This is an optimization exercise on Yosys and OpenROAD, whose aim is small area, a short achievable clock period and few clock cycles, not a production implementation. At most, simulation tests tie the RTL to the original design; equivalence was not proved. The RTL of run 7 was laid out without a check of its function. Power figures rest on the tool's default switching activity, not on a simulated workload.

==> flow/design.v <==
`timescale 1ns / 1ps
module Calculator_512bit #(
      parameter OPERAND_WIDTH = 512,
      parameter ADDER_WIDTH   = 128,
      parameter N_ITERATIONS  = OPERAND_WIDTH / ADDER_WIDTH
    )
    (
    input  wire                       iClk,
    input  wire                       iRst,
    input  wire                       iStart,
    input  wire [1:0]                 iSel,
    input  wire [OPERAND_WIDTH-1:0]   iOpA,
    input  wire [OPERAND_WIDTH-1:0]   iOpB,
    output wire [OPERAND_WIDTH:0]     oRes,
    output wire                       oDone);
    localparam W   = OPERAND_WIDTH;
    localparam BLK = 4;              
    localparam NB  = W / BLK;        
    wire          wSub = iSel[1];
    wire [W-1:0]  wT   = iOpB ^ {W{wSub}};
    wire [W-1:0]  wG   = iOpA & wT;
    wire [W-1:0]  wP   = iOpA ^ wT;
    reg  [W-1:0]  wLG, wLP;
    reg  [NB-1:0] wBG, wBP;
    integer i, k, l, j;
    always @(*) begin
        for (k = 0; k < NB; k = k + 1) begin
            wLG[k*BLK] = 1'b0;
            wLP[k*BLK] = 1'b1;
            for (j = 1; j < BLK; j = j + 1) begin
                wLG[k*BLK+j] = wG[k*BLK+j-1] | (wP[k*BLK+j-1] & wLG[k*BLK+j-1]);
                wLP[k*BLK+j] = wP[k*BLK+j-1] & wLP[k*BLK+j-1];
            end
            wBG[k] = wG[k*BLK+BLK-1] | (wP[k*BLK+BLK-1] & wLG[k*BLK+BLK-1]);
            wBP[k] = wP[k*BLK+BLK-1] & wLP[k*BLK+BLK-1];
        end
    end
    reg [NB-1:0] wSG, wSP;
    always @(*) begin
        wSG = wBG;
        wSP = wBP;
        for (l = 0; (1 << l) < NB; l = l + 1)
            for (k = 0; k < NB; k = k + 1)
                if (k & (1 << l)) begin
                    j = (k & ~((2 << l) - 1)) + (1 << l) - 1;
                    wSG[k] = wSG[k] | (wSP[k] & wSG[j]);
                    wSP[k] = wSP[k] & wSP[j];
                end
    end
    wire wCout = wSG[NB-1];         
    wire wEq   = wSP[NB-1];         
    wire wEnd  = wSub & wCout;      
    wire [NB-1:0] wC = {wSG[NB-2:0] | (wSP[NB-2:0] & {(NB-1){wEnd}}), wEnd};
    reg [NB-1:0] rC;
    reg          rCout, rEq, rInv, rAdd, rCmp, rDone;
    always @(posedge iClk) begin
        rC    <= wC;
        rCout <= wCout;
        rEq   <= wEq;
        rInv  <= wSub & ~wCout;
        rAdd  <= (iSel == 2'b01);
        rCmp  <= (iSel == 2'b10);
        rDone <= iStart & ~iRst;
    end
    reg [W-1:0] wSum;
    always @(*)
        for (i = 0; i < W; i = i + 1)
            wSum[i] = wP[i] ^ (wLG[i] | (wLP[i] & rC[i / BLK])) ^ rInv;
    localparam [W:0] MSG_A  = {"iOpA is larger", 401'd0};
    localparam [W:0] MSG_B  = {"iOpB is larger", 401'd0};
    localparam [W:0] MSG_EQ = {"iOpA equals to iOpB", 361'd0};
    wire [W:0] wMsg = rCout ? MSG_A : (rEq ? MSG_EQ : MSG_B);
    assign oRes  = rCmp ? wMsg : {rAdd & rCout, wSum};
    assign oDone = rDone;
endmodule
==> flow/run.sh <==
#!/bin/bash
# synth_recipe.tcl (not shown) runs the flow's synth.tcl, then flattens the netlist and writes it again
# the make line also repeats each setting of config.mk as NAME=value (left out here)
make -C /OpenROAD-flow-scripts/flow DESIGN_CONFIG=/design/flow/config.mk WORK_HOME=/design/flow/orfs CLKGATE_MAP_FILE= SYNTH_SCRIPT=/design/flow/synth_recipe.tcl finish
==> flow/config.mk <==
export PLATFORM = sky130hd
export DESIGN_NAME = Calculator_512bit
export DESIGN_NICKNAME = Calculator_512bit
export VERILOG_FILES = /design/flow/design.v
export SDC_FILE = /design/flow/constraint.sdc
export NUM_CORES = 4
export LEC_CHECK = 0
export CAP_MARGIN = 20
export CORE_AREA = 5 5 575 575
export DIE_AREA = 0 0 580 580
export SLEW_MARGIN = 20
==> flow/constraint.sdc <==
create_clock -name core_clock -period 8.0 [get_ports {iClk}]
set_input_delay 1.6000 -clock core_clock [delete_from_list [all_inputs] [get_ports {iClk}]]
set_output_delay 1.6000 -clock core_clock [all_outputs]
set_load 0.01 [all_outputs]
==> reports/summary.txt, run 1 <==
STATUS
-----------------------------------------------------------------------------------------------
Result of the run                                              no timing/DRC/antenna violations

SETUP PATH
-----------------------------------------------------------------------------------------------
Arrival time of the worst setup path                                                    7.90 ns
Endpoint of the most critical setup path                                                 rC[91]
Classification of the worst setup path                                                   in2reg
Source of the critical timing path                                                      iSel[1]
Endpoint kind of the worst setup timing path                                           register
Max Fanout on Critical Path                                                                  42
Critical path data required time                                                        8.46 ns
Critical path startpoint category                                                    input port

LAYOUT
-----------------------------------------------------------------------------------------------
Leading cell type in the layout, fill and taps excluded                            clkdlybuf4s50_1
Fraction of layout instances using a drive strength above 1                               3.25%
Number of cells in the finished layout apart from fillers                                 10.6k
Area growth from synthesis to layout                                                      59.4%
Final #Nets                                                                                7873
Utilization after layout                                                                  18.2%
Most frequent cells in the layout                                                  1530 x clkdlybuf4s50_1, 764 x xor2_1, 644 x xnor2_1, 518 x nor2_1, 512 x ha_1
Design Area, Final                                                                    58900 um2

CLOCK NETWORK
-----------------------------------------------------------------------------------------------
TritonCTS clock tree                                                                       done
Clock input transition at the sequential cells of the worst setup and hold paths        0.10 ns
Clock buffer depth                                                                            3
TritonCTS Buffers                                                                            21
Total setup buffers inserted after CTS                                                        0
Number of clock sinks                                                                       134
CTS Hold Bufs                                                                                 0
H-tree depth                                                                                  4
Post-CTS sizing                                                                               0
Root Buffer Master                                                                    clkbuf_16

POWER
-----------------------------------------------------------------------------------------------
Maximum vdd ir drop                                                                  0.000103 V
Reported leakage power                                                                  25.0 nW
Overall power of the completed layout                                                   11.9 mW
Pwr per Cell Area                                                                    201 nW/um2

TIMING
-----------------------------------------------------------------------------------------------
Slew HR                                                                                   22.9%
Final-report max-slew violation count                                                         0
Period Utilization, post-route                                                            93.0%
Setup repair after global routing missed its margin                                       false
Highest achievable clock rate                                                         0.134 GHz
Tightest Pin Transition                                                                 1.15 ns
Hold Violations, Final                                                                        0
Setup-failing EPs final                                                                       0
Minimum period implied by the final worst setup slack                                   7.44 ns

YOSYS
-----------------------------------------------------------------------------------------------
Post-Synthesis Mean Instance Area                                                      7.84 um2
Adder-cell area share of the yosys netlist                                                24.2%
Count of different cell masters after synthesis                                              77
Synthesized instance count                                                                 4720
Sequential-to-total area share from yosys stat                                            7.25%
Multiplexer fraction of the synthesized cell area                                       0.0304%
Main combinational cell family by area after synthesis                             XOR/XNOR gates
Area of the mapped netlist                                                            37000 um2
Synthesized net count                                                                      6389
Compound-Gate Fraction of Synth Area                                                      16.7%
Share of the synthesized area in the top cell type                                        18.1%
Top cells by area, synth                                                           xor2_1 18%, ha_1 17%, xnor2_1 15%
Ys async rst share                                                                           0%
Warnings, synthesis                                                                           1
Simple-gate share of the synthesized area                                                 12.9%
Number of flip-flops and latches in the synthesized netlist                                 134
Xor and xnor area share after synthesis                                                   33.3%
Post-synth EDFFs                                                                              0
Yosys top cell by area                                                                   xor2_1
Most instantiated flip-flop cell in the synthesis netlist                               dfxtp_1

FLOORPLANNING
-----------------------------------------------------------------------------------------------
Floorplan die width                                                                      580 um
Overall die height                                                                       580 um
Total I/O pin count                                                                        1543
Number of placement rows                                                                    209
Area of the core region                                                              324000 um2
Total die area                                                                       336000 um2
Initial Util                                                                              11.4%

RUN
-----------------------------------------------------------------------------------------------
Total of max-cap violations                                                                   0

DRT
-----------------------------------------------------------------------------------------------
Starting DRT DRC Count                                                                     2619
First drt pass iteration count                                                                5
Via density per instance                                                                   3.84
Post-route DRC                                                                                0
Number of nets with antenna violations after detailed routing                                 0
Post-detailed-route wirelength per cell                                                 30.2 um
Via count                                                                                 40.6k
Final wirelength                                                                         320 mm

GLOBAL ROUTING
-----------------------------------------------------------------------------------------------
Wire length of the first global-routing pass                                             407 mm
Met1 track demand over resource                                                           20.7%
Met3 usage                                                                                7.06%
Pin count of the biggest net entering global routing                                        174
Number of global-route vias before repair                                                 40.6k
Remaining global-route overflow                                                               0
Met2 Use GR                                                                               30.9%
Number of antenna violations at the first check in global routing                           182
Overall routing resource usage                                                            18.2%
Busiest layer in global routing                                                            met2

PLACE
-----------------------------------------------------------------------------------------------
HPWL after DPL                                                                           292 mm
RePlAce Congestion                                                                        0.957
Area after DPL                                                                        58200 um2
Number of buffers inserted by port buffering                                               1542
Cell total after placement                                                                10.5k

MIN PATH
-----------------------------------------------------------------------------------------------
Min-Delay Startpoint                                                                    iSel[1]
Path category of the worst min-delay check                                               in2reg

==> worst min path at each step <==
stage          cells past startpoint    to  slack, ns
6_report                           2  rAdd       1.45
5_1_grt                            2  rAdd       1.39
4_1_cts                            2  rAdd       1.35
3_5_place_dp                       2  rAdd       2.05
3_3_place_gp                       2  rAdd       2.05
2_1_floorplan                      1  rCmp       1.67
==> flip-flops by register name, indices dropped and copies added, names as in the netlist <==
name	cells
rAdd	1
rInv	1
rCmp	1
rDone	1
rC	128
rCout	1
rEq	1
==> area by class of cell <==
class	instances	area, um2
multi-input combinational	4043	32300
clock buffer	23	543
timing repair buffer	1636	16400
clock inverter	8	80.1
tap	4325	5410
fill	36600	265000
antenna	51	128
sequential	134	2690
inverter	368	1380
==> cells in the mapped netlist, drive strengths merged, types with 11 or more instances <==
cell	number
buf	95
nand4	118
a221o	11
ha	512
fa	128
dfxtp	134
nor2	518
nand3	50
nand2	155
xnor2	644
clkbuf	80
o21ai	148
and4	24
inv	368
a21oi	348
xor2	764
nor4	21
a221oi	22
o21bai	23
o31ai	21
or2	31
nor3	22
a211oi	20
o21a	20
nand2b	40
a21o	297
nor2b	12
==> logic make-up (layout without fill, tap and decap cells) <==
logic type      after synthesis  in the layout
compound gates              967            967
mux                           1              1
buf+inv                     543           2035
simple gates               1027           1027
fa+ha+maj                   640            640
flops                       134            134
other cells                   0             51
xor+xnor                   1408           1408
==> through the flow <==
step	setup slack, ns	hold WS [ns]	setup TNS (ns)
after global routing	0.245	1.39	0
after CTS	0.421	1.35	0
after global placement	-2.04	2.05	-197.44
after detailed placement	-0.219	2.05	-2.59
after floorplan	1.76	1.67	0
final	0.561	1.45	0
==> where the power goes <==
part / internal (mW) / switching, mW
registers: 0.800 / 0.138
clock network: 0.526 / 0.518
logic: 4.18 / 5.69
==> layer usage <==
layer / up-vias / wire length, um
li1: 18900 / -
met1: 19500 / 125000
met2: 1722 / 150000
met3: 455 / 31100
met4: 122 / 13100
met5: - / 841
==> worst max-delay path, stage by stage <==
cell and delay [ns]:
buf_8 0.30, buf_12 0.25, buf_12 0.33, xor2_1 0.14, ha_1 0.36, nand4_1 0.30
or3_1 0.55, nor4_4 0.34, buf_8 0.21, o31ai_1 0.11, buf_4 0.14, a211oi_1 0.94
o21bai_1 0.32, nand4_4 0.20, nand2_4 0.10, inv_4 0.14, nand4_1 0.13, nand2_1 0.48
buf_4 0.23, a211oi_1 0.08, buf_4 0.19, o31ai_1 0.20
Testbench counts, summed over its fixed seeds: cycles 6,400.
==> inputs of run 2 (changes only) <==
--- a/flow/config.mk
+++ b/flow/config.mk
@@ -10,2 +10,3 @@
 export DIE_AREA = 0 0 580 580
+export SETUP_SLACK_MARGIN = 2.5
 export SLEW_MARGIN = 20
==> run 2 against run 1 <==
Net effect:
- worst hold slack improved by 0.11 ns
- highest routed layer unchanged
- first-iteration DRC count rose by 10%
- final cell count rose by 2.3%
- sequential power shrank 1%
==> reports/summary.txt, run 2 <==
STATUS
-----------------------------------------------------------------------------------------------
Result of the run                                              no timing/DRC/antenna violations

DRT
-----------------------------------------------------------------------------------------------
First drt pass iteration count                                                                5   unchanged
Post-detailed-route wirelength per cell                                                 30.9 um   +2.0%
Via density per instance                                                                   3.94   +2.5%
Number of nets with antenna violations after detailed routing                                 0   unchanged
Final wirelength                                                                         334 mm   +4.3%
Post-route DRC                                                                                0   unchanged
Starting DRT DRC Count                                                                     2882   +10%
Via count                                                                                 42.6k   +4.9%

GLOBAL ROUTING
-----------------------------------------------------------------------------------------------
Number of global-route vias before repair                                                 42.1k   +3.9%
Pin count of the biggest net entering global routing                                        163   -6.3%
Wire length of the first global-routing pass                                             422 mm   +3.5%
Remaining global-route overflow                                                               0   unchanged
Overall routing resource usage                                                            18.8%   +0.64 points
Number of antenna violations at the first check in global routing                           229   +26%

RUN
-----------------------------------------------------------------------------------------------
Total of max-cap violations                                                                   0   unchanged

TIMING
-----------------------------------------------------------------------------------------------
Setup-failing EPs final                                                                       0   unchanged
Setup repair after global routing missed its margin                                        true
Period Utilization, post-route                                                            73.8%   -19 points
Aggregate negative setup slack                                                             0 ns   unchanged
Slew HR                                                                                   29.5%   +6.6 points
Highest achievable clock rate                                                         0.169 GHz   +26%
Tightest Pin Transition                                                                 1.06 ns   -0.0919 ns
Final-report max-slew violation count                                                         0   unchanged
Hold Violations, Final                                                                        0   unchanged
Minimum period implied by the final worst setup slack                                   5.90 ns   -1.54 ns

LAYOUT
-----------------------------------------------------------------------------------------------
Fraction of layout instances using a drive strength above 1                               19.0%   +16 points
Utilization after layout                                                                  20.3%   +2.2 points
Register name with the most flops                                                            rC
Most frequent cells in the layout                                                  1052 x clkdlybuf4s50_1, 598 x xor2_1, 522 x xnor2_1, 479 x nor2_1, 477 x ha_1
Flip-flop count of the largest register, all copies and words added                         128   unchanged
Final #Nets                                                                                8087   +2.7%
Leading cell type in the layout, fill and taps excluded                            clkdlybuf4s50_1
Area growth from synthesis to layout                                                      78.2%

POWER
-----------------------------------------------------------------------------------------------
P_int                                                                                   5.57 mW   +1.1%
Pwr per Cell Area                                                                    184 nW/um2   -8.6%
Proportion of power drawn by the clock network                                             8.5%   -0.3 points
Reported net switching power                                                            6.55 mW   +3.2%
Part of the power in combinational logic                                                  83.9%   +0.6 points
Maximum vdd ir drop                                                                  0.000104 V   +0.67%
Switching power as a share of total power                                                 54.0%   +0.50 points
Reported leakage power                                                                  29.4 nW   +18%
Portion of total power attributed to sequential cells                                      7.6%   -0.3 points
Overall power of the completed layout                                                   12.1 mW   +2.2%

YOSYS
-----------------------------------------------------------------------------------------------
Top cells by area, synth                                                           xor2_1 18%, ha_1 17%, xnor2_1 15%
Leading cell types by count after synthesis                                        764 x xor2_1, 644 x xnor2_1, 518 x nor2_1
Share of the synthesized area in the top cell type                                        18.1%   unchanged
Area of the mapped netlist                                                            37000 um2   unchanged
Warnings, synthesis                                                                           1   unchanged
Post-Synthesis Mean Instance Area                                                      7.84 um2   unchanged
Synthesized net count                                                                      6389   unchanged
Number of flip-flops and latches in the synthesized netlist                                 134   unchanged
Ys async rst share                                                                           0%   unchanged
Most instantiated flip-flop cell in the synthesis netlist                               dfxtp_1
Count of different cell masters after synthesis                                              77   unchanged
Yosys top cell by area                                                                   xor2_1
Most common cell in the synthesized netlist                                              xor2_1
Sequential-to-total area share from yosys stat                                            7.25%   unchanged
Post-synth EDFFs                                                                              0   unchanged
Synthesized instance count                                                                 4720   unchanged

FLOORPLANNING
-----------------------------------------------------------------------------------------------
Overall die height                                                                       580 um   unchanged
Total die area                                                                       336000 um2   unchanged
Total I/O pin count                                                                        1543   unchanged
Area of the core region                                                              324000 um2   unchanged
Number of placement rows                                                                    209   unchanged
Initial Util                                                                              11.4%   unchanged
Floorplan die width                                                                      580 um   unchanged

SETUP PATH
-----------------------------------------------------------------------------------------------
Critical path startpoint category                                                    input port
Arrival time of the worst setup path                                                    6.37 ns   -1.53 ns
Chain of cells forming the critical path                                           buf_16 > buf_16 > buf_4 > xor2_1 > ha_1 > a21o_1 > a21o_1 > a221oi_2 > o221ai_4 > a31o_2 > a221o_2 > a211oi_4 > nand4_4 > nand2_8 > inv_12 > buf_12 > nand4_1 > nand2_4 > nor2_4 > inv_4 > a211o_1 > a221o_1
Cell family contributing the most delay on the critical path                       compound AO/OA/AOI/OAI gates
Buf/Inv on CP                                                                                 6   -2
Critical path data required time                                                        8.47 ns   about the same
Max Fanout on Critical Path                                                                   7   -83%
Highest-delay cell along the critical path                                              a221o_2
Largest stage delay on the critical path                                                0.48 ns   -0.46 ns
Classification of the worst setup path                                                   in2reg
Endpoint kind of the worst setup timing path                                           register

CLOCK NETWORK
-----------------------------------------------------------------------------------------------
Number of clock sinks                                                                       134   unchanged
TritonCTS clock tree                                                                       done
Clock buffer depth                                                                            3   unchanged
CTS Hold Bufs                                                                                 0   unchanged
TritonCTS Buffers                                                                            21   unchanged
H-tree depth                                                                                  4   unchanged
Root Buffer Master                                                                    clkbuf_16
Clock input transition at the sequential cells of the worst setup and hold paths        0.09 ns   about the same

PLACE
-----------------------------------------------------------------------------------------------
RePlAce Congestion                                                                        0.964   +0.72%
Number of buffers inserted by port buffering                                               1542   unchanged
HPWL after DPL                                                                           294 mm   +0.60%

MIN PATH
-----------------------------------------------------------------------------------------------
Path category of the worst min-delay check                                               in2reg

## run 2: cell counts after synthesis
Identical to the previous run, type by type.
## run 2: metal layers
| metal | vias to the layer above | share of wire, % | routed length [um] | global-route usage [%] |
|---|---|---|---|---|
| li1 | 19200 | - | - | - |
| met1 | 20600 | 37 | 125000 | 20.8 |
| met2 | 1955 | 47 | 158000 | 32.1 |
| met3 | 644 | 11 | 35600 | 8.23 |
| met4 | 178 | 4.3 | 14300 | 6.43 |
| met5 | - | 0.36 | 1190 | 0 |
## run 2: repair_timing
item / 4_1_cts / 5_1_grt
gates resized for setup: 1423 / 702
pin swaps: 122 / 167
hold endpoints to repair: 0 / 0
cloned: 16 / 5
setup buffers: 89 / 95
setup endpoints to repair: 641 / 475
## run 2: kinds of logic (layout without fill, tap and decap cells)
| family | count (synthesis) | in the layout | synth area share [%] |
|---|---|---|---|
| multiplexers | 1 | 1 | 0.0304 |
| buffers and inverters | 543 | 2251 | 5.52 |
| XOR/XNOR | 1408 | 1408 | 33.3 |
| AO/OA/AOI/OAI | 967 | 967 | 16.7 |
| AND/OR/NAND/NOR | 1027 | 1027 | 12.9 |
| adder cells (fa/ha/maj) | 640 | 640 | 24.2 |
| other | 0 | 74 | 0 |
| flip-flops | 134 | 134 | 7.25 |
## run 2: path summary, 6_finish.rpt
check               start  endpoint  slack (ns)  cells after the start
setup / recovery  iSel[1]    rC[75]        2.10                     22
hold / removal    iSel[0]      rCmp        1.56                      2
## run 2: cell type report
type	instances	area, um2
Clock buffer	28	592
Multi-Input combinational cell	4043	37000
Inverter	368	1400
Fill cell	36000	258000
Clock inverter	5	25.0
Sequential cell	134	2690
Tap cell	4325	5410
Timing Repair Buffer	1850	18600
Antenna cell	74	185
## run 2: power by group through the flow
| stage | clock network [mW] | registers (mW) | logic (mW) |
|---|---|---|---|
| after global placement | 0 | 0.944 | 9.87 |
| after detailed placement | 0 | 0.940 | 9.82 |
| final | 1.03 | 0.927 | 10.2 |
| after floorplan | 0 | 0.870 | 4.45 |
| after CTS | 1.11 | 0.928 | 10.0 |
| after global routing | 1.10 | 0.938 | 10.8 |
## run 2: per-stage QoR
step / worst slack, ns / hold WS, ns / instances / area, um2
final: 2.10 / 1.56 / 10800 / 65900
after global routing: 2.06 / 1.51 / 10800 / 65800
after CTS: 2.11 / 1.47 / 10700 / 63000
after detailed placement: 0.490 / 2.15 / 10500 / 58200
after global placement: 0.425 / 2.13 / 10500 / 58200
after floorplan: 2.50 / 1.67 / 4720 / 37200
==> inputs of run 3 (changes only) <==
--- a/flow/config.mk
+++ b/flow/config.mk
@@ -10,3 +10,3 @@
 export DIE_AREA = 0 0 580 580
-export SETUP_SLACK_MARGIN = 2.5
+export SETUP_SLACK_MARGIN = 3.5
 export SLEW_MARGIN = 20
==> run 3 against run 2 <==
Net effect:
- final cell count up 1.6%
- wire length up 2.1%
- sequential cell count unchanged
- via count up 1.5%
- combinational power up 13%
- non-clock buffer count up 180
- core utilization up 1.8 points
- first-iteration DRC count down 12%
- critical path type unchanged
==> reports/summary.txt, run 3 <==
STATUS
-----------------------------------------------------------------------------------------------
Result of the run                                              no timing/DRC/antenna violations

DRT
-----------------------------------------------------------------------------------------------
Post-detailed-route wirelength per cell                                                 31.0 um   +0.58%
Via density per instance                                                                   3.93   about the same
Number of nets with antenna violations after detailed routing                                 0   unchanged
Final wirelength                                                                         341 mm   +2.1%
Via count                                                                                 43.2k   +1.5%
Post-route DRC                                                                                0   unchanged
Starting DRT DRC Count                                                                     2529   -12%
First drt pass iteration count                                                                5   unchanged

YOSYS
-----------------------------------------------------------------------------------------------
Synthesized net count                                                                      6389   unchanged
Most instantiated flip-flop cell in the synthesis netlist                               dfxtp_1
Yosys top cell by area                                                                   xor2_1
Count of different cell masters after synthesis                                              77   unchanged
Post-synth EDFFs                                                                              0   unchanged
Top cells by area, synth                                                           xor2_1 18%, ha_1 17%, xnor2_1 15%
Most common cell in the synthesized netlist                                              xor2_1
Number of flip-flops and latches in the synthesized netlist                                 134   unchanged
Leading cell types by count after synthesis                                        764 x xor2_1, 644 x xnor2_1, 518 x nor2_1
Share of the synthesized area in the top cell type                                        18.1%   unchanged
Synthesized instance count                                                                 4720   unchanged
Post-Synthesis Mean Instance Area                                                      7.84 um2   unchanged
Warnings, synthesis                                                                           1   unchanged
Sequential-to-total area share from yosys stat                                            7.25%   unchanged
Area of the mapped netlist                                                            37000 um2   unchanged
Ys async rst share                                                                           0%   unchanged

CLOCK NETWORK
-----------------------------------------------------------------------------------------------
TritonCTS clock tree                                                                       done
CTS Hold Bufs                                                                                 0   unchanged
Root Buffer Master                                                                    clkbuf_16
Number of clock sinks                                                                       134   unchanged
Clock input transition at the sequential cells of the worst setup and hold paths        0.09 ns   about the same
TritonCTS Buffers                                                                            21   unchanged
H-tree depth                                                                                  4   unchanged
Clock buffer depth                                                                            3   unchanged

TIMING
-----------------------------------------------------------------------------------------------
Setup repair after global routing missed its margin                                        true
Setup-failing EPs final                                                                       0   unchanged
Highest achievable clock rate                                                         0.163 GHz   -3.8%
Tightest Pin Transition                                                                 1.21 ns   +0.148 ns
Final-report max-slew violation count                                                         0   unchanged
Slew HR                                                                                   19.6%   -9.9 points
Hold Violations, Final                                                                        0   unchanged
Aggregate negative setup slack                                                             0 ns   unchanged
Period Utilization, post-route                                                            76.7%   +2.9 points
Minimum period implied by the final worst setup slack                                   6.13 ns   +0.233 ns

SETUP PATH
-----------------------------------------------------------------------------------------------
Classification of the worst setup path                                                   in2reg
Endpoint kind of the worst setup timing path                                           register
Critical path startpoint category                                                    input port
Arrival time of the worst setup path                                                    6.58 ns   +0.21 ns
Critical path data required time                                                        8.45 ns   -0.02 ns
Max Fanout on Critical Path                                                                   7   unchanged
Source of the critical timing path                                                      iSel[1]

GLOBAL ROUTING
-----------------------------------------------------------------------------------------------
Overall routing resource usage                                                            19.2%   +0.42 points
Met2 Use GR                                                                               33.9%   +1.8 points
Number of global-route vias before repair                                                 43.6k   +3.5%
Busiest layer in global routing                                                            met2
Pin count of the biggest net entering global routing                                        152   -6.7%
Met1 track demand over resource                                                           21.0%   +0.15 points
Number of antenna violations at the first check in global routing                           194   -15%
Met3 usage                                                                                6.97%   -1.3 points
Remaining global-route overflow                                                               0   unchanged
Wire length of the first global-routing pass                                             432 mm   +2.4%

PLACE
-----------------------------------------------------------------------------------------------
Number of buffers inserted by port buffering                                               1542   unchanged
Cell total after placement                                                                10.5k   -0.18%
HPWL after DPL                                                                           294 mm   +0.16%
Area after DPL                                                                        58600 um2   +0.61%
RePlAce Congestion                                                                        0.994   +3.1%

MIN PATH
-----------------------------------------------------------------------------------------------
Min-Delay Startpoint                                                                    iSel[0]
Path category of the worst min-delay check                                               in2reg
Worst hold path stage count                                                                   2   unchanged

LAYOUT
-----------------------------------------------------------------------------------------------
Most frequent cells in the layout                                                  1050 x clkdlybuf4s50_1, 539 x xor2_1, 463 x nor2_1, 414 x ha_1, 394 x xnor2_1
Number of cells in the finished layout apart from fillers                                 11.0k   +1.6%
Final #Nets                                                                                8267   +2.2%
Number of filler cells placed in the layout                                               35.3k   -2.0%
Design Area, Final                                                                    71800 um2   +8.9%
Fraction of layout instances using a drive strength above 1                               31.6%   +13 points
Area growth from synthesis to layout                                                      94.1%
Flip-flop count of the largest register, all copies and words added                         128   unchanged
Leading cell type in the layout, fill and taps excluded                            clkdlybuf4s50_1
Register name with the most flops                                                            rC
Utilization after layout                                                                  22.2%   +1.8 points

FLOORPLANNING
-----------------------------------------------------------------------------------------------
Area of the core region                                                              324000 um2   unchanged
Floorplan die width                                                                      580 um   unchanged
Number of placement rows                                                                    209   unchanged
Overall die height                                                                       580 um   unchanged
Total I/O pin count                                                                        1543   unchanged
Initial Util                                                                              11.4%   unchanged
Total die area                                                                       336000 um2   unchanged

POWER
-----------------------------------------------------------------------------------------------
Maximum vdd ir drop                                                                  0.000160 V   +54%
Reported leakage power                                                                  30.6 nW   +4.4%
Pwr per Cell Area                                                                    189 nW/um2   +2.8%

RUN
-----------------------------------------------------------------------------------------------
Total of max-cap violations                                                                   0   unchanged

## run 3: cell counts after synthesis
No cell type changed its count.
## run 3: worst paths after layout
path	end	slack, ns
max	rC[69]	1.87
min	rCmp	1.58
## run 3: final cells by class
type	count	area, um2	area share [%]
Tap cell	4325	5410	7.54
Sequential cell	134	2690	3.75
Inverter	368	1390	1.94
Multi-Input combinational cell	4043	40800	56.8
Antenna cell	65	163	0.227
Clock buffer	23	553	0.770
Clock inverter	8	98.8	0.138
Timing Repair Buffer	2030	20700	28.9
## run 3: power breakdown
part / switching, mW / internal [mW]
clock network: 0.537 / 0.565
logic: 6.46 / 5.08
registers: 0.127 / 0.800
## run 3: per-layer routing
| metal | wire, um | part of all wire (%) |
|---|---|---|
| met1 | 127000 | 37 |
| met2 | 167000 | 49 |
| met3 | 30100 | 8.8 |
| met4 | 16800 | 4.9 |
| met5 | 742 | 0.22 |
## run 3: cells by family (layout without fill, tap and decap cells)
| family | after synthesis | count (layout) | synth area share [%] |
|---|---|---|---|
| xor gates and xnor gates | 1408 | 1408 | 33.3 |
| and+or+nand+nor | 1027 | 1027 | 12.9 |
| AOI/OAI and AO/OA | 967 | 967 | 16.7 |
| adders and majority gates | 640 | 640 | 24.2 |
| buffers and inverters | 543 | 2429 | 5.52 |
| DFF | 134 | 134 | 7.25 |
| muxes | 1 | 1 | 0.0304 |
| other | 0 | 65 | 0 |
## run 3: worst max-delay path, cell delays in order
cell	delay, ns
buf_16	0.14
buf_12	0.19
buf_16	0.15
buf_16	0.17
buf_12	0.15
xor2_1	0.16
ha_1	0.33
nand4_1	0.27
inv_1	0.13
a221oi_2	0.31
o221ai_2	0.21
a31o_2	0.28
a221o_2	0.45
a211oi_4	0.25
nand4_4	0.17
nand2_8	0.12
inv_8	0.05
buf_6	0.11
buf_6	0.11
buf_6	0.11
a31o_4	0.29
a211o_1	0.32
a21o_1	0.20
a21o_1	0.18
## run 3: stage by stage
stage | setup WS, ns | hold WS, ns | power, mW
3_5_place_dp | 0.153 | 2.15 | 11.0
3_3_place_gp | 0.212 | 2.14 | 11.1
6_report | 1.87 | 1.58 | 13.6
5_1_grt | 1.81 | 1.54 | 14.4
4_1_cts | 1.97 | 1.48 | 13.3
2_1_floorplan | 2.56 | 1.67 | 5.40
## run 3: what timing repair did
item	4_1_cts	5_1_grt
pin swaps	555	431
endpoints found under the setup margin	643	643
endpoints found under the hold margin	0	0
gates cloned	40	0
gates resized for setup	3267	499
buffers inserted	245	119
==> inputs of run 4 (changes only) <==
==> flow/flow/run.sh (new file) <==
#!/bin/bash
# The standard ORFS layout, with two changes to how it is made:
#  - port buffers use the smallest buffer cell (buf_1) instead of the default
#    choice; repair_design / repair_timing still resize them where needed;
#  - IO pins may sit on adjacent routing tracks, so a smaller die holds all 1543 pins.
set -euo pipefail
export BUFFER_PORTS_ARGS="-buffer_cell sky130_fd_sc_hd__buf_1"
export PLACE_PINS_ARGS="-min_distance 1 -min_distance_in_tracks"
bash standard.sh > standard.log 2>&1
==> flow/standard.sh (new file) <==
#!/bin/bash
# synth_recipe.tcl (not shown) runs the flow's synth.tcl, then flattens the netlist and writes it again
# the make line also repeats each setting of config.mk as NAME=value (left out here)
make -C /OpenROAD-flow-scripts/flow DESIGN_CONFIG=/design/flow/config.mk WORK_HOME=/design/flow/orfs CLKGATE_MAP_FILE= SYNTH_SCRIPT=/design/flow/synth_recipe.tcl "${@:-finish}"
--- a/flow/config.mk
+++ b/flow/config.mk
@@ -8,5 +8,5 @@
 export CAP_MARGIN = 20
-export CORE_AREA = 5 5 575 575
-export DIE_AREA = 0 0 580 580
-export SETUP_SLACK_MARGIN = 3.5
+export CORE_AREA = 5 5 295 295
+export DIE_AREA = 0 0 300 300
+export SETUP_SLACK_MARGIN = 3
 export SLEW_MARGIN = 20
removed: flow/run.sh
==> run 4 against run 3 <==
Net effect:
- still clean on timing, DRC and antenna
- core utilization rose by 46 points
- setup slack improved by 0.57 ns
- non-clock buffer count fell by 82
- area after synthesis did not move
- combinational power fell by 23%
- clock-buffer cell count fell by 3
- cell area fell by 20%
- highest routed layer unchanged
- maximum frequency rose by 10%
- global-route usage rose by 23 points
- sequential power barely moved
- critical path type unchanged
- largest cell class unchanged
==> reports/summary.txt, run 4 <==
LAYOUT
-----------------------------------------------------------------------------------------------
Fraction of layout instances using a drive strength above 1                               27.0%   -4.6 points
Final #Nets                                                                                8181   -1.0%
Leading cell type in the layout, fill and taps excluded                                   buf_1
Flip-flop count of the largest register, all copies and words added                         128   unchanged
Most frequent cells in the layout                                                  1163 x buf_1, 575 x xor2_1, 505 x xnor2_1, 439 x nor2_1, 432 x ha_1
Design Area, Final                                                                    57200 um2   -20%
Register name with the most flops                                                            rC
Number of cells in the finished layout apart from fillers                                  7724   -30%
Area growth from synthesis to layout                                                      54.7%

YOSYS
-----------------------------------------------------------------------------------------------
Post-Synthesis Mean Instance Area                                                      7.84 um2   unchanged
Most common cell in the synthesized netlist                                              xor2_1
Leading cell types by count after synthesis                                        764 x xor2_1, 644 x xnor2_1, 518 x nor2_1
Sequential-to-total area share from yosys stat                                            7.25%   unchanged
Count of different cell masters after synthesis                                              77   unchanged
Warnings, synthesis                                                                           1   unchanged
Area of the mapped netlist                                                            37000 um2   unchanged
Synthesized net count                                                                      6389   unchanged
Synthesized instance count                                                                 4720   unchanged
Yosys top cell by area                                                                   xor2_1
Top cells by area, synth                                                           xor2_1 18%, ha_1 17%, xnor2_1 15%
Most instantiated flip-flop cell in the synthesis netlist                               dfxtp_1
Ys async rst share                                                                           0%   unchanged
Post-synth EDFFs                                                                              0   unchanged
Number of flip-flops and latches in the synthesized netlist                                 134   unchanged
Share of the synthesized area in the top cell type                                        18.1%   unchanged

PLACE
-----------------------------------------------------------------------------------------------
HPWL after DPL                                                                           158 mm   -46%
Number of buffers inserted by port buffering                                               1542   unchanged
Area after DPL                                                                        44000 um2   -25%
Cell total after placement                                                                 7202   -31%
RePlAce Congestion                                                                         1.14   +15%

SETUP PATH
-----------------------------------------------------------------------------------------------
Arrival time of the worst setup path                                                    5.98 ns   -0.60 ns
Critical path data required time                                                        8.41 ns   -0.04 ns
Highest-delay cell along the critical path                                               nor4_4
Critical path startpoint category                                                    input port
Buf/Inv on CP                                                                                 9   -1
Endpoint kind of the worst setup timing path                                           register
Max Fanout on Critical Path                                                                  10   +3
Classification of the worst setup path                                                   in2reg
Cell family contributing the most delay on the critical path                       buffers and inverters
Crit path top cell by count                                                               buf_4
Chain of cells forming the critical path                                           clkbuf_16 > buf_16 > buf_4 > buf_16 > xor2_1 > ha_2 > nand4_1 > nor4_4 > nand4_1 > buf_6 > or2_4 > a311oi_2 > o211ai_1 > buf_4 > buf_4 > a41oi_4 > a211oi_4 > buf_12 > buf_12 > o211ai_4 > a21boi_4 > o31ai_2
Largest stage delay on the critical path                                                0.47 ns   +0.02 ns

DRT
-----------------------------------------------------------------------------------------------
Number of nets with antenna violations after detailed routing                                 0   unchanged
Starting DRT DRC Count                                                                     3494   +38%
Via density per instance                                                                   5.67   +44%
First drt pass iteration count                                                               26   +21
Total met2 wirelength after detailed routing                                            86.6 mm   -48%
Top Metal Used                                                                             met5
Via count                                                                                 43.8k   +1.3%
Routed length on met3                                                                   25.5 mm   -15%
Post-route DRC                                                                                0   unchanged
Post-detailed-route wirelength per cell                                                 26.7 um   -14%
Final wirelength                                                                         206 mm   -40%
Routed metal-1 wire length                                                              72.3 mm   -43%

GLOBAL ROUTING
-----------------------------------------------------------------------------------------------
Pin count of the biggest net entering global routing                                        211   +39%
Overall routing resource usage                                                            41.9%   +23 points
Number of antenna violations at the first check in global routing                           136   -30%
Number of global-route vias before repair                                                 42.3k   -2.9%
Wire length of the first global-routing pass                                             279 mm   -36%
Remaining global-route overflow                                                               0   unchanged

MIN PATH
-----------------------------------------------------------------------------------------------
Min-Delay Startpoint                                                                       iRst
End point of the most critical hold path                                                  rDone
Path category of the worst min-delay check                                               in2reg
Worst hold path stage count                                                                   2   unchanged

CLOCK NETWORK
-----------------------------------------------------------------------------------------------
TritonCTS clock tree                                                                       done
Clock buffer depth                                                                            2   -1
Clock input transition at the sequential cells of the worst setup and hold paths        0.07 ns   -0.02 ns
CTS Hold Bufs                                                                                 0   unchanged
Root Buffer Master                                                                    clkbuf_16
H-tree depth                                                                                  4   unchanged
TritonCTS Buffers                                                                            17   -19%
Number of clock sinks                                                                       134   unchanged

TIMING
-----------------------------------------------------------------------------------------------
Minimum period implied by the final worst setup slack                                   5.57 ns   -0.568 ns
Hold Violations, Final                                                                        0   unchanged
Period Utilization, post-route                                                            69.6%   -7.1 points
Slew HR                                                                                   22.9%   +3.3 points
Setup-failing EPs final                                                                       0   unchanged
Highest achievable clock rate                                                         0.180 GHz   +10%
Final-report max-slew violation count                                                         0   unchanged
Tightest Pin Transition                                                                 1.15 ns   -0.0527 ns
Setup repair after global routing missed its margin                                        true
Aggregate negative setup slack                                                             0 ns   unchanged

FLOORPLANNING
-----------------------------------------------------------------------------------------------
Total die area                                                                        90000 um2   -73%
Total I/O pin count                                                                        1543   unchanged
Overall die height                                                                       300 um   -48%
Initial Util                                                                              44.3%   +33 points
Area of the core region                                                               83600 um2   -74%
Floorplan die width                                                                      300 um   -48%
Number of placement rows                                                                    106   -49%

RUN
-----------------------------------------------------------------------------------------------
Total of max-cap violations                                                                   0   unchanged

POWER
-----------------------------------------------------------------------------------------------
Reported leakage power                                                                  25.9 nW   -15%
Pwr per Cell Area                                                                    187 nW/um2   -1.3%
Maximum vdd ir drop                                                                  0.000193 V   +20%

STATUS
-----------------------------------------------------------------------------------------------
Result of the run                                              no timing/DRC/antenna violations

## run 4: cell counts after synthesis
No cell type changed its count.
## run 4: cells by family (layout without fill, tap and decap cells)
| logic type | Yosys count | after routing | share of synthesized area (%) |
|---|---|---|---|
| AOI/OAI and AO/OA | 967 | 967 | 16.7 |
| other | 0 | 119 | 0 |
| and+or+nand+nor | 1027 | 1027 | 12.9 |
| buffers and inverters | 543 | 2348 | 5.52 |
| adders and majority gates | 640 | 640 | 24.2 |
| xor gates and xnor gates | 1408 | 1408 | 33.3 |
| DFF | 134 | 134 | 7.25 |
| muxes | 1 | 1 | 0.0304 |
## run 4: power by group
group	switching (mW)	internal [mW]	leakage (nW)	total (mW)
Sequential	0.127	0.800	1.13	0.927
Combinational	4.95	3.85	24.5	8.80
Clock	0.376	0.568	0.317	0.944
Total	5.45	5.22	25.9	10.7
## run 4: metrics by stage
stage / hold WS [ns] / utilization (%) / setup slack (ns) / power [mW]
detailed placement: 1.76 / 52.7 / 0.851 / 7.69
CTS: 1.21 / 61.9 / 2.64 / 9.58
floorplan: 1.67 / - / 2.56 / 5.33
global placement: 1.76 / 52.7 / 0.927 / 7.67
finish: 1.23 / 68.5 / 2.43 / 10.7
global route: 1.25 / 68.4 / 2.41 / 11.2
## run 4: worst max path at each step
stage,endpoint,startpoint,cells past startpoint
after floorplan,rC[75],iSel[1],21
after global placement,rC[126],iSel[1],17
after detailed placement,rC[31],iSel[1],19
after CTS,rC[75],iSel[1],22
after global routing,rC[110],iSel[1],22
final,rC[110],iSel[1],22
## run 4: per-layer routing
metal | track usage [%] | vias up
met5 | 0.758 | -
met4 | 36.5 | 40
met3 | 18.6 | 885
met2 | 61.1 | 2638
met1 | 46.2 | 20800
li1 | - | 19400
## run 4: final cells by class
| cell class | count | area, um2 |
|---|---|---|
| multi-input combinational | 4043 | 38700 |
| fill | 7103 | 26300 |
| timing repair buffer | 1948 | 12200 |
| sequential | 134 | 2690 |
| inverter | 368 | 1390 |
| tap | 1080 | 1350 |
| clock buffer | 20 | 457 |
| antenna | 119 | 298 |
| clock inverter | 12 | 199 |
## run 4: timing repair
action                                   CTS  global route
gates resized for setup                 1066           840
buffers inserted                         185           129
endpoints found under the setup margin   643           541
pin swaps                                429           558
gates cloned                              50             7
==> inputs of run 5 (changes only) <==
--- a/flow/config.mk
+++ b/flow/config.mk
@@ -10,3 +10,4 @@
 export DIE_AREA = 0 0 300 300
-export SETUP_SLACK_MARGIN = 3
+export SETUP_SLACK_MARGIN = 3.5
 export SLEW_MARGIN = 20
+export TNS_END_PERCENT = 0
==> run 5 against run 4 <==
Net effect:
- worst hold slack gained 0.022 ns
- via count down 6.7%
- critical path type unchanged
- maximum frequency rose by 0.59%
- combinational power is about 20% lower
- core utilization fell by 13 points
- sequential share of layout area rose by 1.1 points
- critical endpoint is now rC[126]
- cell area fell by 18%
- global-route usage shrank 3.0 points
- sequential cell count unchanged
- final cell count down 3.7%
- clock-buffer cell count is 1 higher
- largest cell class unchanged
==> reports/summary.txt, run 5 <==
LAYOUT
-----------------------------------------------------------------------------------------------
Final #Nets                                                                                7903   -3.4%
Most frequent cells in the layout                                                  1523 x buf_1, 743 x xor2_1, 639 x xnor2_1, 512 x ha_1, 510 x nor2_1
Area growth from synthesis to layout                                                      26.3%
Leading cell type in the layout, fill and taps excluded                                   buf_1
Sequential cell area                                                                   2690 um2   unchanged
Fraction of layout instances using a drive strength above 1                               5.49%   -21 points
Register name with the most flops                                                            rC
Number of filler cells placed in the layout                                                8484   +19%
Flip-flop count of the largest register, all copies and words added                         128   unchanged
Area used by multi-input combinational logic                                          33100 um2   -14%

GLOBAL ROUTING
-----------------------------------------------------------------------------------------------
Pin count of the biggest net entering global routing                                        177   -16%
Wire length of the first global-routing pass                                             260 mm   -6.5%
Remaining global-route overflow                                                               0   unchanged
Number of antenna violations at the first check in global routing                           148   +8.8%
Number of global-route vias before repair                                                 40.1k   -5.3%
Overall routing resource usage                                                            38.9%   -3.0 points

CLOCK NETWORK
-----------------------------------------------------------------------------------------------
TritonCTS Buffers                                                                            17   unchanged
Clock input transition at the sequential cells of the worst setup and hold paths        0.07 ns   about the same
Clock buffer depth                                                                            2   unchanged
CTS Hold Bufs                                                                                 0   unchanged
TritonCTS clock tree                                                                       done
Root Buffer Master                                                                    clkbuf_16
Number of clock sinks                                                                       134   unchanged
H-tree depth                                                                                  4   unchanged

YOSYS
-----------------------------------------------------------------------------------------------
Share of the synthesized area in the top cell type                                        18.1%   unchanged
Leading cell types by count after synthesis                                        764 x xor2_1, 644 x xnor2_1, 518 x nor2_1
Most common cell in the synthesized netlist                                              xor2_1
Ys async rst share                                                                           0%   unchanged
Top cells by area, synth                                                           xor2_1 18%, ha_1 17%, xnor2_1 15%
Synthesized instance count                                                                 4720   unchanged
Sequential-to-total area share from yosys stat                                            7.25%   unchanged
Synthesized net count                                                                      6389   unchanged
Post-synth EDFFs                                                                              0   unchanged
Number of flip-flops and latches in the synthesized netlist                                 134   unchanged
Yosys top cell by area                                                                   xor2_1
Most instantiated flip-flop cell in the synthesis netlist                               dfxtp_1
Count of different cell masters after synthesis                                              77   unchanged
Post-Synthesis Mean Instance Area                                                      7.84 um2   unchanged
Warnings, synthesis                                                                           1   unchanged
Area of the mapped netlist                                                            37000 um2   unchanged

PLACE
-----------------------------------------------------------------------------------------------
Number of buffers inserted by port buffering                                               1542   unchanged
RePlAce Congestion                                                                         1.08   -4.9%
HPWL after DPL                                                                           155 mm   -2.0%
Worst setup slack after placement                                                      0.582 ns   -0.268 ns

TIMING
-----------------------------------------------------------------------------------------------
Aggregate negative setup slack                                                             0 ns   unchanged
Minimum period implied by the final worst setup slack                                   5.53 ns   -0.0329 ns
Worst path setup slack after routing                                                    2.47 ns   +0.0329 ns
Slew HR                                                                                   27.1%   +4.3 points
Final-report max-slew violation count                                                         0   unchanged
Highest achievable clock rate                                                         0.181 GHz   +0.59%
Setup repair after global routing missed its margin                                        true
Hold Violations, Final                                                                        0   unchanged
Period Utilization, post-route                                                            69.2%   -0.41 points
Setup-failing EPs final                                                                       0   unchanged
Tightest Pin Transition                                                                 1.09 ns   -0.0605 ns

SETUP PATH
-----------------------------------------------------------------------------------------------
Critical path data required time                                                        8.38 ns   -0.03 ns
Arrival time of the worst setup path                                                    5.91 ns   -0.07 ns
Largest stage delay on the critical path                                                0.48 ns   about the same
Endpoint kind of the worst setup timing path                                           register
Highest-delay cell along the critical path                                             a221oi_1
Cell family contributing the most delay on the critical path                       compound AO/OA/AOI/OAI gates
Source of the critical timing path                                                      iSel[1]
Classification of the worst setup path                                                   in2reg
Chain of cells forming the critical path                                           clkbuf_16 > buf_16 > xor2_1 > ha_1 > a21oi_1 > o21ai_0 > a221oi_1 > a31oi_1 > o22ai_1 > o221ai_2 > o21bai_2 > buf_4 > a41oi_2 > a211oi_4 > buf_12 > nor2_2 > or2_1 > a221o_1
Critical path startpoint category                                                    input port
Buf/Inv on CP                                                                                 4   -5
Max Fanout on Critical Path                                                                  14   +4

MIN PATH
-----------------------------------------------------------------------------------------------
Path category of the worst min-delay check                                               in2reg
Min-Delay Startpoint                                                                       iRst

RUN
-----------------------------------------------------------------------------------------------
Total of max-cap violations                                                                   0   unchanged

FLOORPLANNING
-----------------------------------------------------------------------------------------------
Overall die height                                                                       300 um   unchanged
Initial Util                                                                              44.3%   unchanged
Floorplan die width                                                                      300 um   unchanged
Number of placement rows                                                                    106   unchanged
Total die area                                                                        90000 um2   unchanged
Total I/O pin count                                                                        1543   unchanged
Area of the core region                                                               83600 um2   unchanged

DRT
-----------------------------------------------------------------------------------------------
First drt pass iteration count                                                                8   -69%
Post-detailed-route wirelength per cell                                                 24.9 um   -6.9%
Number of nets with antenna violations after detailed routing                                 0   unchanged
Starting DRT DRC Count                                                                     2998   -14%
Via count                                                                                 40.9k   -6.7%
Via density per instance                                                                   5.49   -3.2%
Post-route DRC                                                                                0   unchanged
Final wirelength                                                                         185 mm   -10%

STATUS
-----------------------------------------------------------------------------------------------
Result of the run                                              no timing/DRC/antenna violations

POWER
-----------------------------------------------------------------------------------------------
Reported leakage power                                                                  21.4 nW   -17%
Maximum vdd ir drop                                                                  0.000229 V   +19%
Pwr per Cell Area                                                                    189 nW/um2   +1.1%

[run 5: cell types whose count changed in the layout (fill, tap and decap cells not counted), sizes merged]
cell,before,now
buf,1884,1661
clkbuf,79,25
bufinv,5,2
diode,119,116
clkinv,4,5
inv,369,368
[run 5: power by group]
| part | switching [mW] | total (mW) | internal (mW) |
|---|---|---|---|
| logic | 4.29 | 7.04 | 2.75 |
| clock network | 0.377 | 0.846 | 0.469 |
| registers | 0.123 | 0.924 | 0.800 |
| total | 4.79 | 8.81 | 4.02 |
[run 5: path summary, 6_finish.rpt]
path                  end  slack (ns)  cells past startpoint
setup / recovery  rC[126]        2.47                     18
hold / removal      rDone        1.25                      2
[run 5: logic make-up (layout without fill, tap and decap cells)]
| logic type | count (synthesis) | in the layout | synth area share [%] |
|---|---|---|---|
| fa+ha+maj | 640 | 640 | 24.2 |
| mux | 1 | 1 | 0.0304 |
| buf+inv | 543 | 2068 | 5.52 |
| xor+xnor | 1408 | 1408 | 33.3 |
| other cells | 0 | 116 | 0 |
| simple gates | 1027 | 1027 | 12.9 |
| flops | 134 | 134 | 7.25 |
| compound gates | 967 | 967 | 16.7 |
[run 5: through the flow]
stage               hold slack (ns)  cell area, um2  total power [mW]  util, %  std cells
floorplan                      1.67           37300              5.32        -       4720
finish                         1.25           46700              8.81     55.9       7441
detailed placement             1.76           44100              7.63     52.8       7216
global placement               1.75           44100              7.60     52.7       7215
global route                   1.23           46600              9.38     55.8       7419
CTS                            1.21           46200              8.67     55.2       7307
[run 5: what timing repair did]
action,in CTS,in global routing
pin swaps,60,27
setup endpoints to repair,643,642
resized for setup,159,29
cloned,11,0
setup buffers,50,18
[run 5: layer usage]
metal / global-route usage, % / part of all wire [%]
met5: 0.703 / 0.23
met3: 17.3 / 12
met4: 36.0 / 10
met2: 57.3 / 42
met1: 41.5 / 36
[run 5: layout make-up]
cell class                 instances  share of cell area [%]
multi-input combinational       4043                    70.9
timing repair buffer            1670                    15.7
sequential                       134                    5.76
inverter                         368                    2.97
tap                             1080                    2.89
clock buffer                      21                   0.986
antenna                          116                   0.622
clock inverter                     9                   0.222
==> inputs of run 6 (changes only) <==
--- a/flow/config.mk
+++ b/flow/config.mk
@@ -8,4 +8,4 @@
 export CAP_MARGIN = 20
-export CORE_AREA = 5 5 295 295
-export DIE_AREA = 0 0 300 300
+export CORE_AREA = 5 5 270 270
+export DIE_AREA = 0 0 275 275
 export SETUP_SLACK_MARGIN = 3.5
==> run 6 against run 5 <==
Net effect:
- the flow now stops in 5_1_grt
- synthesized cell count stayed put
- area after synthesis stayed put
==> reports/summary.txt, run 6 <==
FLOORPLANNING
--------------------------------------------------------------------------
Total I/O pin count                                                   1543   unchanged
Floorplan die width                                                 275 um   -8.3%
Overall die height                                                  275 um   -8.3%
Number of placement rows                                                97   -8.5%
Initial Util                                                         53.0%   +8.7 points

YOSYS
--------------------------------------------------------------------------
Number of flip-flops and latches in the synthesized netlist            134   unchanged
Ys async rst share                                                      0%   unchanged
Yosys top cell by area                                              xor2_1
Post-Synthesis Mean Instance Area                                 7.84 um2   unchanged
Synthesized instance count                                            4720   unchanged
Post-synth EDFFs                                                         0   unchanged
Share of the synthesized area in the top cell type                   18.1%   unchanged
Most instantiated flip-flop cell in the synthesis netlist          dfxtp_1
Most common cell in the synthesized netlist                         xor2_1
Area of the mapped netlist                                       37000 um2   unchanged
Leading cell types by count after synthesis                   764 x xor2_1, 644 x xnor2_1, 518 x nor2_1
Synthesized net count                                                 6389   unchanged
Count of different cell masters after synthesis                         77   unchanged
Warnings, synthesis                                                      1   unchanged
Top cells by area, synth                                      xor2_1 18%, ha_1 17%, xnor2_1 15%
Sequential-to-total area share from yosys stat                       7.25%   unchanged

STATUS
--------------------------------------------------------------------------
Result of the run                                             did not finish
Last stage                                                         5_1_grt
Run Error                                                     [ERROR GRT-0116] Global routing finished with congestion. Check the congestion regions in the DRC Viewer.

GLOBAL ROUTING
--------------------------------------------------------------------------
Wire length of the first global-routing pass                        259 mm
Remaining global-route overflow                                          1
Number of global-route vias before repair                            41.3k
Pin count of the biggest net entering global routing                   212
Overall routing resource usage                                       46.3%

CLOCK NETWORK
--------------------------------------------------------------------------
Number of clock sinks                                                  134   unchanged
CTS Hold Bufs                                                            0   unchanged
Root Buffer Master                                               clkbuf_16
Clock buffer depth                                                       2   unchanged
TritonCTS Buffers                                                       17   unchanged
H-tree depth                                                             4   unchanged

PLACE
--------------------------------------------------------------------------
HPWL after DPL                                                      150 mm   -2.9%
Number of buffers inserted by port buffering                          1542   unchanged
RePlAce Congestion                                                    1.10   +1.4%

run 6: logic make-up after synthesis:
logic type,Yosys count,share of synthesized area (%)
XOR/XNOR,1408,33.3
AND/OR/NAND/NOR,1027,12.9
AO/OA/AOI/OAI,967,16.7
adder cells (fa/ha/maj),640,24.2
buffers and inverters,543,5.52
flip-flops,134,7.25
multiplexers,1,0.0304
run 6: repair_timing:
action | CTS
cloned | 10
pin swaps | 20
endpoints found under the setup margin | 643
resized for setup | 94
setup buffers | 23
run 6: worst min-delay path by stage:
stage / from / end / slack, ns / cells past startpoint
2_1_floorplan: iSel[0] / rCmp / 1.67 / 1
3_3_place_gp: iRst / rDone / 1.75 / 2
3_5_place_dp: iRst / rDone / 1.76 / 2
4_1_cts: iRst / rDone / 1.22 / 2
run 6: per-stage QoR:
stage	hold slack [ns]	std cells	util [%]	setup WS [ns]	area [um2]
after floorplan	1.67	4720	-	2.55	37300
after detailed placement	1.76	7053	62.7	0.738	43700
after CTS	1.22	7115	64.9	2.46	45300
after global placement	1.75	7053	62.7	0.841	43700
run 6: power groups by stage:
stage	clock network, mW	registers [mW]	logic, mW
4_1_cts	0.852	0.936	6.72
2_1_floorplan	0	0.870	4.45
3_5_place_dp	0	0.948	6.60
3_3_place_gp	0	0.953	6.55
run 6: metal layers:
| metal | GRT overflow | track usage [%] |
|---|---|---|
| met4 | 0 | 39.4 |
| met3 | 0 | 22.8 |
| met5 | 0 | 3.34 |
| met2 | 1 | 68.7 |
| met1 | 0 | 48.8 |
==> inputs of run 7 (changes only) <==
--- a/flow/design.v
+++ b/flow/design.v
@@ -18,21 +18,17 @@
     localparam NB  = W / BLK;        
+    integer i, k, l, j;
     wire          wSub = iSel[1];
-    wire [W-1:0]  wT   = iOpB ^ {W{wSub}};
-    wire [W-1:0]  wG   = iOpA & wT;
-    wire [W-1:0]  wP   = iOpA ^ wT;
-    reg  [W-1:0]  wLG, wLP;
+    wire [W-1:0]  wX   = iOpA ^ iOpB;
+    wire [W-1:0]  wP   = wX ^ {W{wSub}};
+    wire [W-1:0]  wG   = iOpA & ~wP;
     reg  [NB-1:0] wBG, wBP;
-    integer i, k, l, j;
-    always @(*) begin
+    always @(*)
         for (k = 0; k < NB; k = k + 1) begin
-            wLG[k*BLK] = 1'b0;
-            wLP[k*BLK] = 1'b1;
-            for (j = 1; j < BLK; j = j + 1) begin
-                wLG[k*BLK+j] = wG[k*BLK+j-1] | (wP[k*BLK+j-1] & wLG[k*BLK+j-1]);
-                wLP[k*BLK+j] = wP[k*BLK+j-1] & wLP[k*BLK+j-1];
+            wBG[k] = 1'b0;
+            wBP[k] = 1'b1;
+            for (j = 0; j < BLK; j = j + 1) begin
+                wBG[k] = wG[k*BLK+j] | (wP[k*BLK+j] & wBG[k]);
+                wBP[k] = wP[k*BLK+j] & wBP[k];
             end
-            wBG[k] = wG[k*BLK+BLK-1] | (wP[k*BLK+BLK-1] & wLG[k*BLK+BLK-1]);
-            wBP[k] = wP[k*BLK+BLK-1] & wLP[k*BLK+BLK-1];
         end
-    end
     reg [NB-1:0] wSG, wSP;
@@ -51,11 +47,11 @@
     wire wEq   = wSP[NB-1];         
-    wire wEnd  = wSub & wCout;      
-    wire [NB-1:0] wC = {wSG[NB-2:0] | (wSP[NB-2:0] & {(NB-1){wEnd}}), wEnd};
-    reg [NB-1:0] rC;
-    reg          rCout, rEq, rInv, rAdd, rCmp, rDone;
+    reg [NB-1:1] rG, rP;            
+    reg          rCout, rEq, rSub, rEnd, rAdd, rCmp, rDone;
     always @(posedge iClk) begin
-        rC    <= wC;
+        rG    <= wSG[NB-2:0];
+        rP    <= wSP[NB-2:0];
         rCout <= wCout;
         rEq   <= wEq;
-        rInv  <= wSub & ~wCout;
+        rSub  <= wSub;
+        rEnd  <= wSub & wCout;      
         rAdd  <= (iSel == 2'b01);
@@ -64,6 +60,11 @@
     end
-    reg [W-1:0] wSum;
+    wire [NB-1:0] wC = {rG | (rP & {(NB-1){rEnd}}), rEnd};
+    reg [W-1:0] wCy;
     always @(*)
-        for (i = 0; i < W; i = i + 1)
-            wSum[i] = wP[i] ^ (wLG[i] | (wLP[i] & rC[i / BLK])) ^ rInv;
+        for (k = 0; k < NB; k = k + 1) begin
+            wCy[k*BLK] = wC[k];
+            for (j = 1; j < BLK; j = j + 1)
+                wCy[k*BLK+j] = (wX[k*BLK+j-1] ^ rSub) ? wCy[k*BLK+j-1] : iOpA[k*BLK+j-1];
+        end
+    wire [W-1:0] wSum = wX ^ wCy ^ {W{rEnd}};
     localparam [W:0] MSG_A  = {"iOpA is larger", 401'd0};
--- a/flow/config.mk
+++ b/flow/config.mk
@@ -8,6 +8,5 @@
 export CAP_MARGIN = 20
-export CORE_AREA = 5 5 270 270
-export DIE_AREA = 0 0 275 275
-export SETUP_SLACK_MARGIN = 3.5
+export CORE_AREA = 5 5 295 295
+export DIE_AREA = 0 0 300 300
+export SETUP_SLACK_MARGIN = 3
 export SLEW_MARGIN = 20
-export TNS_END_PERCENT = 0
==> run 7 against run 6 <==
Net effect:
- the run now finishes clean
- area after synthesis grew 42%
- synthesized cell count increased by 53%
==> reports/summary.txt, run 7 <==
CLOCK NETWORK
-----------------------------------------------------------------------------------------------
CTS Hold Bufs                                                                                 0   unchanged
H-tree depth                                                                                  2   -2
Number of clock sinks                                                                       261   +95%
TritonCTS clock tree                                                                       done
Clock input transition at the sequential cells of the worst setup and hold paths        0.07 ns
Clock buffer depth                                                                            3   +1
TritonCTS Buffers                                                                            34   +17
Root Buffer Master                                                                    clkbuf_16

POWER
-----------------------------------------------------------------------------------------------
Maximum vdd ir drop                                                                  0.000135 V
Pwr per Cell Area                                                                    161 nW/um2
Reported leakage power                                                                  24.7 nW

YOSYS
-----------------------------------------------------------------------------------------------
Number of flip-flops and latches in the synthesized netlist                                 261   +95%
Area of the mapped netlist                                                            52600 um2   +42%
Post-Synthesis Mean Instance Area                                                      7.30 um2   -6.8%
Sequential-to-total area share from yosys stat                                            9.93%   +2.7 points
Share of the synthesized area in the top cell type                                        18.6%   +0.47 points
Most common cell in the synthesized netlist                                              xor2_1
Synthesized net count                                                                      8233   +29%
Warnings, synthesis                                                                           1   unchanged
Leading cell types by count after synthesis                                        1115 x xor2_1, 1041 x xnor2_1, 798 x nor2_1
Synthesized instance count                                                                 7204   +53%
Count of different cell masters after synthesis                                             104   +35%
Top cells by area, synth                                                           xor2_1 19%, xnor2_1 17%, dfxtp_1 9.9%
Ys async rst share                                                                           0%   unchanged
Post-synth EDFFs                                                                              0   unchanged
Most instantiated flip-flop cell in the synthesis netlist                               dfxtp_1
Yosys top cell by area                                                                   xor2_1

TIMING
-----------------------------------------------------------------------------------------------
Minimum period implied by the final worst setup slack                                   5.17 ns
Setup repair after global routing missed its margin                                        true
Hold slack final                                                                        1.20 ns
Tightest Pin Transition                                                                 1.08 ns
Period Utilization, post-route                                                            64.6%
Highest achievable clock rate                                                         0.194 GHz
Setup-failing EPs final                                                                       0
Hold Violations, Final                                                                        0
Aggregate negative setup slack                                                             0 ns
Final-report max-slew violation count                                                         0
Slew HR                                                                                   27.2%

RUN
-----------------------------------------------------------------------------------------------
Total of max-cap violations                                                                   0

GLOBAL ROUTING
-----------------------------------------------------------------------------------------------
Wire length of the first global-routing pass                                             347 mm
Pin count of the biggest net entering global routing                                        198
Number of antenna violations at the first check in global routing                           245
Remaining global-route overflow                                                               0
Overall routing resource usage                                                            49.5%
Number of global-route vias before repair                                                 56.7k

FLOORPLANNING
-----------------------------------------------------------------------------------------------
Floorplan die width                                                                      300 um   +9.1%
Total I/O pin count                                                                        1543   unchanged
Area of the core region                                                               83600 um2
Overall die height                                                                       300 um   +9.1%
Initial Util                                                                              63.0%   +10 points
Total die area                                                                        90000 um2
Number of placement rows                                                                    106   +9.3%

MIN PATH
-----------------------------------------------------------------------------------------------
Min-Delay Startpoint                                                                       iRst
Path category of the worst min-delay check                                               in2reg
End point of the most critical hold path                                                  rDone
Worst hold path stage count                                                                   2

PLACE
-----------------------------------------------------------------------------------------------
Number of buffers inserted by port buffering                                               1542   unchanged
Cell total after placement                                                                 9417   +34%
HPWL after DPL                                                                           178 mm   +18%
RePlAce Congestion                                                                         1.09   -0.87%

LAYOUT
-----------------------------------------------------------------------------------------------
Most frequent cells in the layout                                                  1268 x buf_1, 1099 x xor2_1, 999 x xnor2_1, 770 x nor2_1, 434 x a21oi_1
Area growth from synthesis to layout                                                      20.2%
Sequential cell area                                                                   5240 um2
Number of filler cells placed in the layout                                                6835
Fraction of layout instances using a drive strength above 1                               11.5%
Number of cells in the finished layout apart from fillers                                  9799
Largest registers in the final layout                                              rG x127, rP x127
Utilization after layout                                                                  75.7%
Leading cell type in the layout, fill and taps excluded                                   buf_1
Area used by multi-input combinational logic                                          45900 um2
Final #Nets                                                                                9519

SETUP PATH
-----------------------------------------------------------------------------------------------
Critical path data required time                                                        6.40 ns
Critical path startpoint category                                                      register
Largest stage delay on the critical path                                                0.88 ns
Classification of the worst setup path                                                  reg2out
Arrival time of the worst setup path                                                    3.57 ns
Endpoint kind of the worst setup timing path                                       primary output
Source of the critical timing path                                                         rCmp
Max Fanout on Critical Path                                                                  67
Highest-delay cell along the critical path                                              dfxtp_4
Chain of cells forming the critical path                                           inv_4 > buf_4 > a21boi_0 > buf_1

DRT
-----------------------------------------------------------------------------------------------
Via count                                                                                 62.6k
Post-route DRC                                                                                0
First drt pass iteration count                                                                9
Via density per instance                                                                   6.39
Starting DRT DRC Count                                                                     6966
Final wirelength                                                                         242 mm
Number of nets with antenna violations after detailed routing                                 0
Post-detailed-route wirelength per cell                                                 24.7 um

STATUS
-----------------------------------------------------------------------------------------------
Result of the run                                              no timing/DRC/antenna violations

[run 7: through the flow]
stage	cell area [um2]	power [mW]	worst slack, ns
CTS	60900	9.68	2.88
floorplan	52600	5.66	3.05
global route	63100	10.6	2.85
finish	63200	10.2	2.83
detailed placement	58200	7.66	1.22
global placement	58200	7.55	1.43
[run 7: how the worst max path moves through the flow]
stage | depth (start not counted) | slack, ns | to
4_1_cts | 9 | 2.88 | oRes[455]
6_report | 4 | 2.83 | oRes[388]
3_5_place_dp | 17 | 1.22 | rG[92]
3_3_place_gp | 16 | 1.43 | rG[126]
5_1_grt | 15 | 2.85 | rEnd
2_1_floorplan | 7 | 3.05 | oRes[55]
[run 7: cell families after synthesis]
family / share of synthesized area, %
compound gates: 21.4
xor+xnor: 35.9
fa+ha+maj: 7.31
buf+inv: 5.35
flops: 9.93
mux: 0.892
simple gates: 19.2
[run 7: critical path: cells and delay by family (launching register included)]
family / cells / cell delay [ns]
buffers and inverters: 3 / 1.30
flip-flops: 1 / 0.88
AO/OA/AOI/OAI: 1 / 0.76
[run 7: where the power goes]
group          switching, mW  internal (mW)  leakage [nW]
registers              0.107           1.42          2.15
logic                   4.13           2.75          21.9
clock network          0.700           1.09         0.616
total                   4.94           5.26          24.7
[run 7: timing repair]
item / in CTS / in global routing
setup buffers: 34 / 66
pin swaps: 89 / 195
resized for setup: 443 / 409
endpoints found under the setup margin: 609 / 294
cloned: 9 / 8
[run 7: layout make-up]
cell class / instances / area share (%)
Multi-Input combinational cell: 6315 / 72.5
Timing Repair Buffer: 1712 / 13.2
Sequential cell: 261 / 8.28
Tap cell: 1080 / 2.14
Clock buffer: 46 / 1.61
Inverter: 166 / 1.04
Antenna cell: 204 / 0.807
Clock inverter: 15 / 0.392
[run 7: per-layer routing]
metal | share of wire [%] | up-vias | track usage (%)
met5 | 0.34 | - | 6.87
met1 | 33 | 29000 | 52.6
met3 | 15 | 1253 | 26.8
met2 | 41 | 4321 | 70.9
met4 | 10 | 110 | 42.0
li1 | - | 28000 | -

==> afterwards: timing with drivers on the ports <==
Ports are ideal in the flow. The routed layouts listed here were re-timed in OpenROAD. Step 1: set_driving_cell puts a clkbuf_16 on iClk and a buf_2 on each other input, an assumption about the parent block. Step 2 adds t to the input delays and takes it off the output delays; t is the mean of the earliest and latest rising clock arrival at the registers after step 1. Input paths then give back, and output paths get back, about the clock's delay inside the block. a / b / c = ideal / step 1 / step 2; a / b = the first two.
run	t (ns)	slack for setup (ns)	hold WS [ns]	worst data-port slew with drivers (ns)	cell pins on the clock port's net
run 1	0.641	0.561 / 0.576 / -0.065	1.447 / 1.415 / 2.056	0.36	1
run 2	0.643	2.100 / 1.797 / 1.202	1.560 / 1.505 / 2.148	0.44	1
run 3	0.639	1.867 / 1.698 / 1.060	1.582 / 1.541 / 2.179	0.38	1
run 4	0.567	2.434 / 2.239 / 1.684	1.226 / 1.220 / 1.787	0.35	1
run 5	0.562	2.467 / 2.281 / 1.743	1.248 / 1.202 / 1.764	0.28	1
run 7	0.633	2.835 / 2.758 / 2.201	1.197 / 1.153 / 1.786	0.39	1
With both steps, setup timing fails in run 1, where it was met with ideal ports. The setup slack of run 2, which loses most, moves by -0.303 ns with the drivers and by -0.898 ns with both steps.
